This design comes from an exercise in tuning for a short achievable clock period and few clock cycles on the open sky130 flow, not from production work.
The RTL was checked by simulation tests, not by an equivalence proof against the original design.

== ember ==
==> flow/design.v (excerpt) <==
module processor( input         clk, reset,
                  output [31:0] PC,
                  input  [31:0] instruction,
                  output        WE,
                  output [31:0] address_to_mem,
                  output [31:0] data_to_mem,
                  input  [31:0] data_from_mem
                );
export LEC_CHECK = 0
export CAP_MARGIN = 20
export CORE_MARGIN = 2
export CORE_UTILIZATION = 40
export SLEW_MARGIN = 20
export SYNTH_HIERARCHICAL = 1
export SYNTH_MINIMUM_KEEP_SIZE = 0
create_clock -name core_clock -period 12.5 [get_ports {clk}]
standard.sh (not shown) runs the stock make flow with config.mk's settings and CLKGATE_MAP_FILE= SYNTH_SCRIPT=/design/flow/synth_recipe.tcl, a recipe that flattens the netlist after the stock synthesis.
==> flow/flow/run.sh <==
#!/bin/bash
# Standard ORFS layout with two changes: timing repair aims for extra setup
# slack at the design's own clock and constraints, and the port buffers are
# buf_4 cells rather than the default delay-cell buffers. Timing repair does
# not remove buffers (removing them left max-slew violations).
set -euo pipefail
bash standard.sh SETUP_SLACK_MARGIN=8.7 SKIP_BUFFER_REMOVAL=1 "BUFFER_PORTS_ARGS=-buffer_cell sky130_fd_sc_hd__buf_4" finish > flow_make.log 2>&1
Testbench counts of ember, summed over its fixed seeds: cycles 257,794.
Changes in pepper relative to ember:
diff --git a/flow/design.v b/flow/design.v
--- a/flow/design.v
+++ b/flow/design.v
@@ -1,20 +1,21 @@
 module processor( input         clk, reset,
                   output [31:0] PC,
                   input  [31:0] instruction,
                   output        WE,
                   output [31:0] address_to_mem,
                   output [31:0] data_to_mem,
                   input  [31:0] data_from_mem
                 );
     reg  [31:0] pc_f;
+    reg  [31:0] pc_o;           
     reg  [31:0] ras;
     reg         ras_v;
     localparam BI = 4;
     localparam BN = 1 << BI;
     localparam TW = 6;
     reg  [BN-1:0] btb_v;
     reg  [TW-1:0] btb_tag [0:BN-1];
     reg  [31:0]   btb_tgt [0:BN-1];
     reg  [BN-1:0] btb_c;                  
     reg  [1:0]    btb_ctr [0:BN-1];
     reg  [3:0]    btb_lc [0:BN-1];
@@ -53,22 +54,23 @@
     reg  [1:0]  e_ctr;
     reg  [3:0]  e_lc, e_tr;
     reg         e_lf;
     reg  [3:0]  m_blc, m_btr;
     reg         m_blf, m_bpt;
     reg         m_bw, m_bc;     
     reg  [31:0] m_bpc, m_btgt;
     reg  [1:0]  m_bctr;
     reg         m_we, m_lw, m_wen;
     reg  [4:0]  m_rd;
     reg  [31:0] m_res, m_sd;
+    reg  [31:0] m_addr;         
     reg         w_wen;
     reg  [4:0]  w_rd;
     reg  [31:0] w_val;
     reg  [31:0] rf [31:0];
     wire [31:0]   pc4_f = pc_f + 32'd4;
     wire [5:0]    f_op  = instruction[31:26];
     wire          f_j   = (f_op[5:1] == 5'b00001);      
     wire          f_jr  = (f_op == 6'b000111);
     wire [BI-1:0] f_bi  = pc_f[BI+1:2];
     reg  [BN-1:0] f_hv, f_pv;
     integer k;
@@ -198,28 +200,34 @@
     wire hold    = d_stall && !d_redir;
     wire [31:0] d_rpc = d_bad ? d_pc : d_tgt;
     wire        ras_vn = ras_v || (d_v && d_jal);
     wire [31:0] ras_n  = (d_v && d_jal) ? d_pc4 : ras;
     wire        f_jt   = f_j || (f_jr && ras_vn);
     wire        early  = d_redir || hold;
     wire [31:0] npc_e  = d_redir ? d_rpc : hold ? pc_f : f_bh ? f_bt : pc4_f;
     wire [31:0] npc;
     fetch_sel u_fsel (.op(f_op), .tgt(instruction[25:0]), .early(early), .ras_ok(ras_vn),
                       .pc4_hi(pc4_f[31:28]), .ras(ras_n), .npc_e(npc_e),
                       .e_redir(e_redir), .e_rpc(e_rpc), .npc(npc));
+    wire [31:0] npc_o;
+    fetch_sel u_fsel_o (.op(f_op), .tgt(instruction[25:0]), .early(early), .ras_ok(ras_vn),
+                        .pc4_hi(pc4_f[31:28]), .ras(ras_n), .npc_e(npc_e),
+                        .e_redir(e_redir), .e_rpc(e_rpc), .npc(npc_o));
     always @(posedge clk) begin
         if (reset) begin
             pc_f  <= 32'd0;
+            pc_o  <= 32'd0;
             ras_v <= 1'b0;
         end else begin
             pc_f  <= npc;
+            pc_o  <= npc_o;
             ras_v <= ras_vn;
         end
         ras <= ras_n;
     end
     always @(posedge clk) begin
         if (reset)
             d_v <= 1'b0;
         else if (e_redir)
             d_v <= 1'b0;
         else if (!hold)
             d_v <= !d_redir;
@@ -292,22 +300,23 @@
     always @(posedge clk) begin
         if (reset) begin
             m_we  <= 1'b0;
             m_wen <= 1'b0;
         end else begin
             m_we  <= e_v && e_sw;
             m_wen <= e_v && e_wen;
         end
         m_lw  <= e_lw;
         m_rd  <= e_rd;
         m_res <= e_res;
+        m_addr <= sum;              
         m_sd  <= e_sdl ? data_from_mem : rtv;
     end
     always @(posedge clk) begin
         if (reset)
             w_wen <= 1'b0;
         else
             w_wen <= m_wen;
         w_rd  <= m_rd;
         w_val <= m_val;
     end
     always @(posedge clk) begin
@@ -363,25 +372,25 @@
             btb_pt[bw_i]  <= m_bpt;
         end
     end
     always @(posedge clk) begin
         if (reset)
             nopred <= 1'b0;
         else if (e_redir)
             nopred <= e_v && e_bpw;
         else if (!hold)
             nopred <= d_bad;
     end
-    assign PC             = pc_f;
+    assign PC             = pc_o;
     assign WE             = m_we;
-    assign address_to_mem = m_res;
+    assign address_to_mem = m_addr;
     assign data_to_mem    = m_sd;
 endmodule
 module ksadd #(parameter W = 32, parameter L = 6)    
              (input  [W-1:0] a, b,
               input          cin,
               output [W-1:0] s,
               output         cout);
     wire [W-1:0] p0 = a ^ b;
     wire [W:0]   g [0:L];
     wire [W:0]   p [0:L];
     assign g[0] = {a & b, cin};
Results
Of the two values seen for launch point of the critical path, m_res[10]$_DFF_P_ was produced by ember and pc_o[19]$_SDFF_PP0_ by pepper. Compared with ember, pepper shows a lower number of signal-net buffers in the layout. Per the comparison of pepper with ember, buffers plus inverters on the worst setup path went down; smallest hold slack about even. For pepper, the capturing element of the worst setup path was PC[19], unlike ember, where it was address_to_mem[10]. Changes observed in pepper relative to ember: core region area higher; final cell count saw an increase.
Testbench counts of pepper, summed over its fixed seeds: cycles 257,794.

-- separate check: timing with driven ports --
No port has a modelled driver above. Below, the same layouts with a new extraction and two added sets of constraints. Step 1, drivers: a clkbuf_16 drives clk and a buf_2 each remaining input, both assumed. Step 2 times the ports against the registers' clock, not the clock port: input delays grow and output delays shrink by t, the midpoint of the rising clock arrivals with the driver on. Slacks: ideal ports / drivers / drivers and shift; pairs: ideal ports / drivers.
run | t, ns | slack for setup (ns) | worst setup path at the end
ember | 1.044 | 8.364 / 8.268 / 7.970 | input to register
pepper | 1.002 | 8.478 / 8.377 / 7.926 | input to register
After both steps every run listed still meets setup and hold. The setup slack of pepper, which loses most, moves by -0.101 ns with the drivers and by -0.552 ns with both steps.
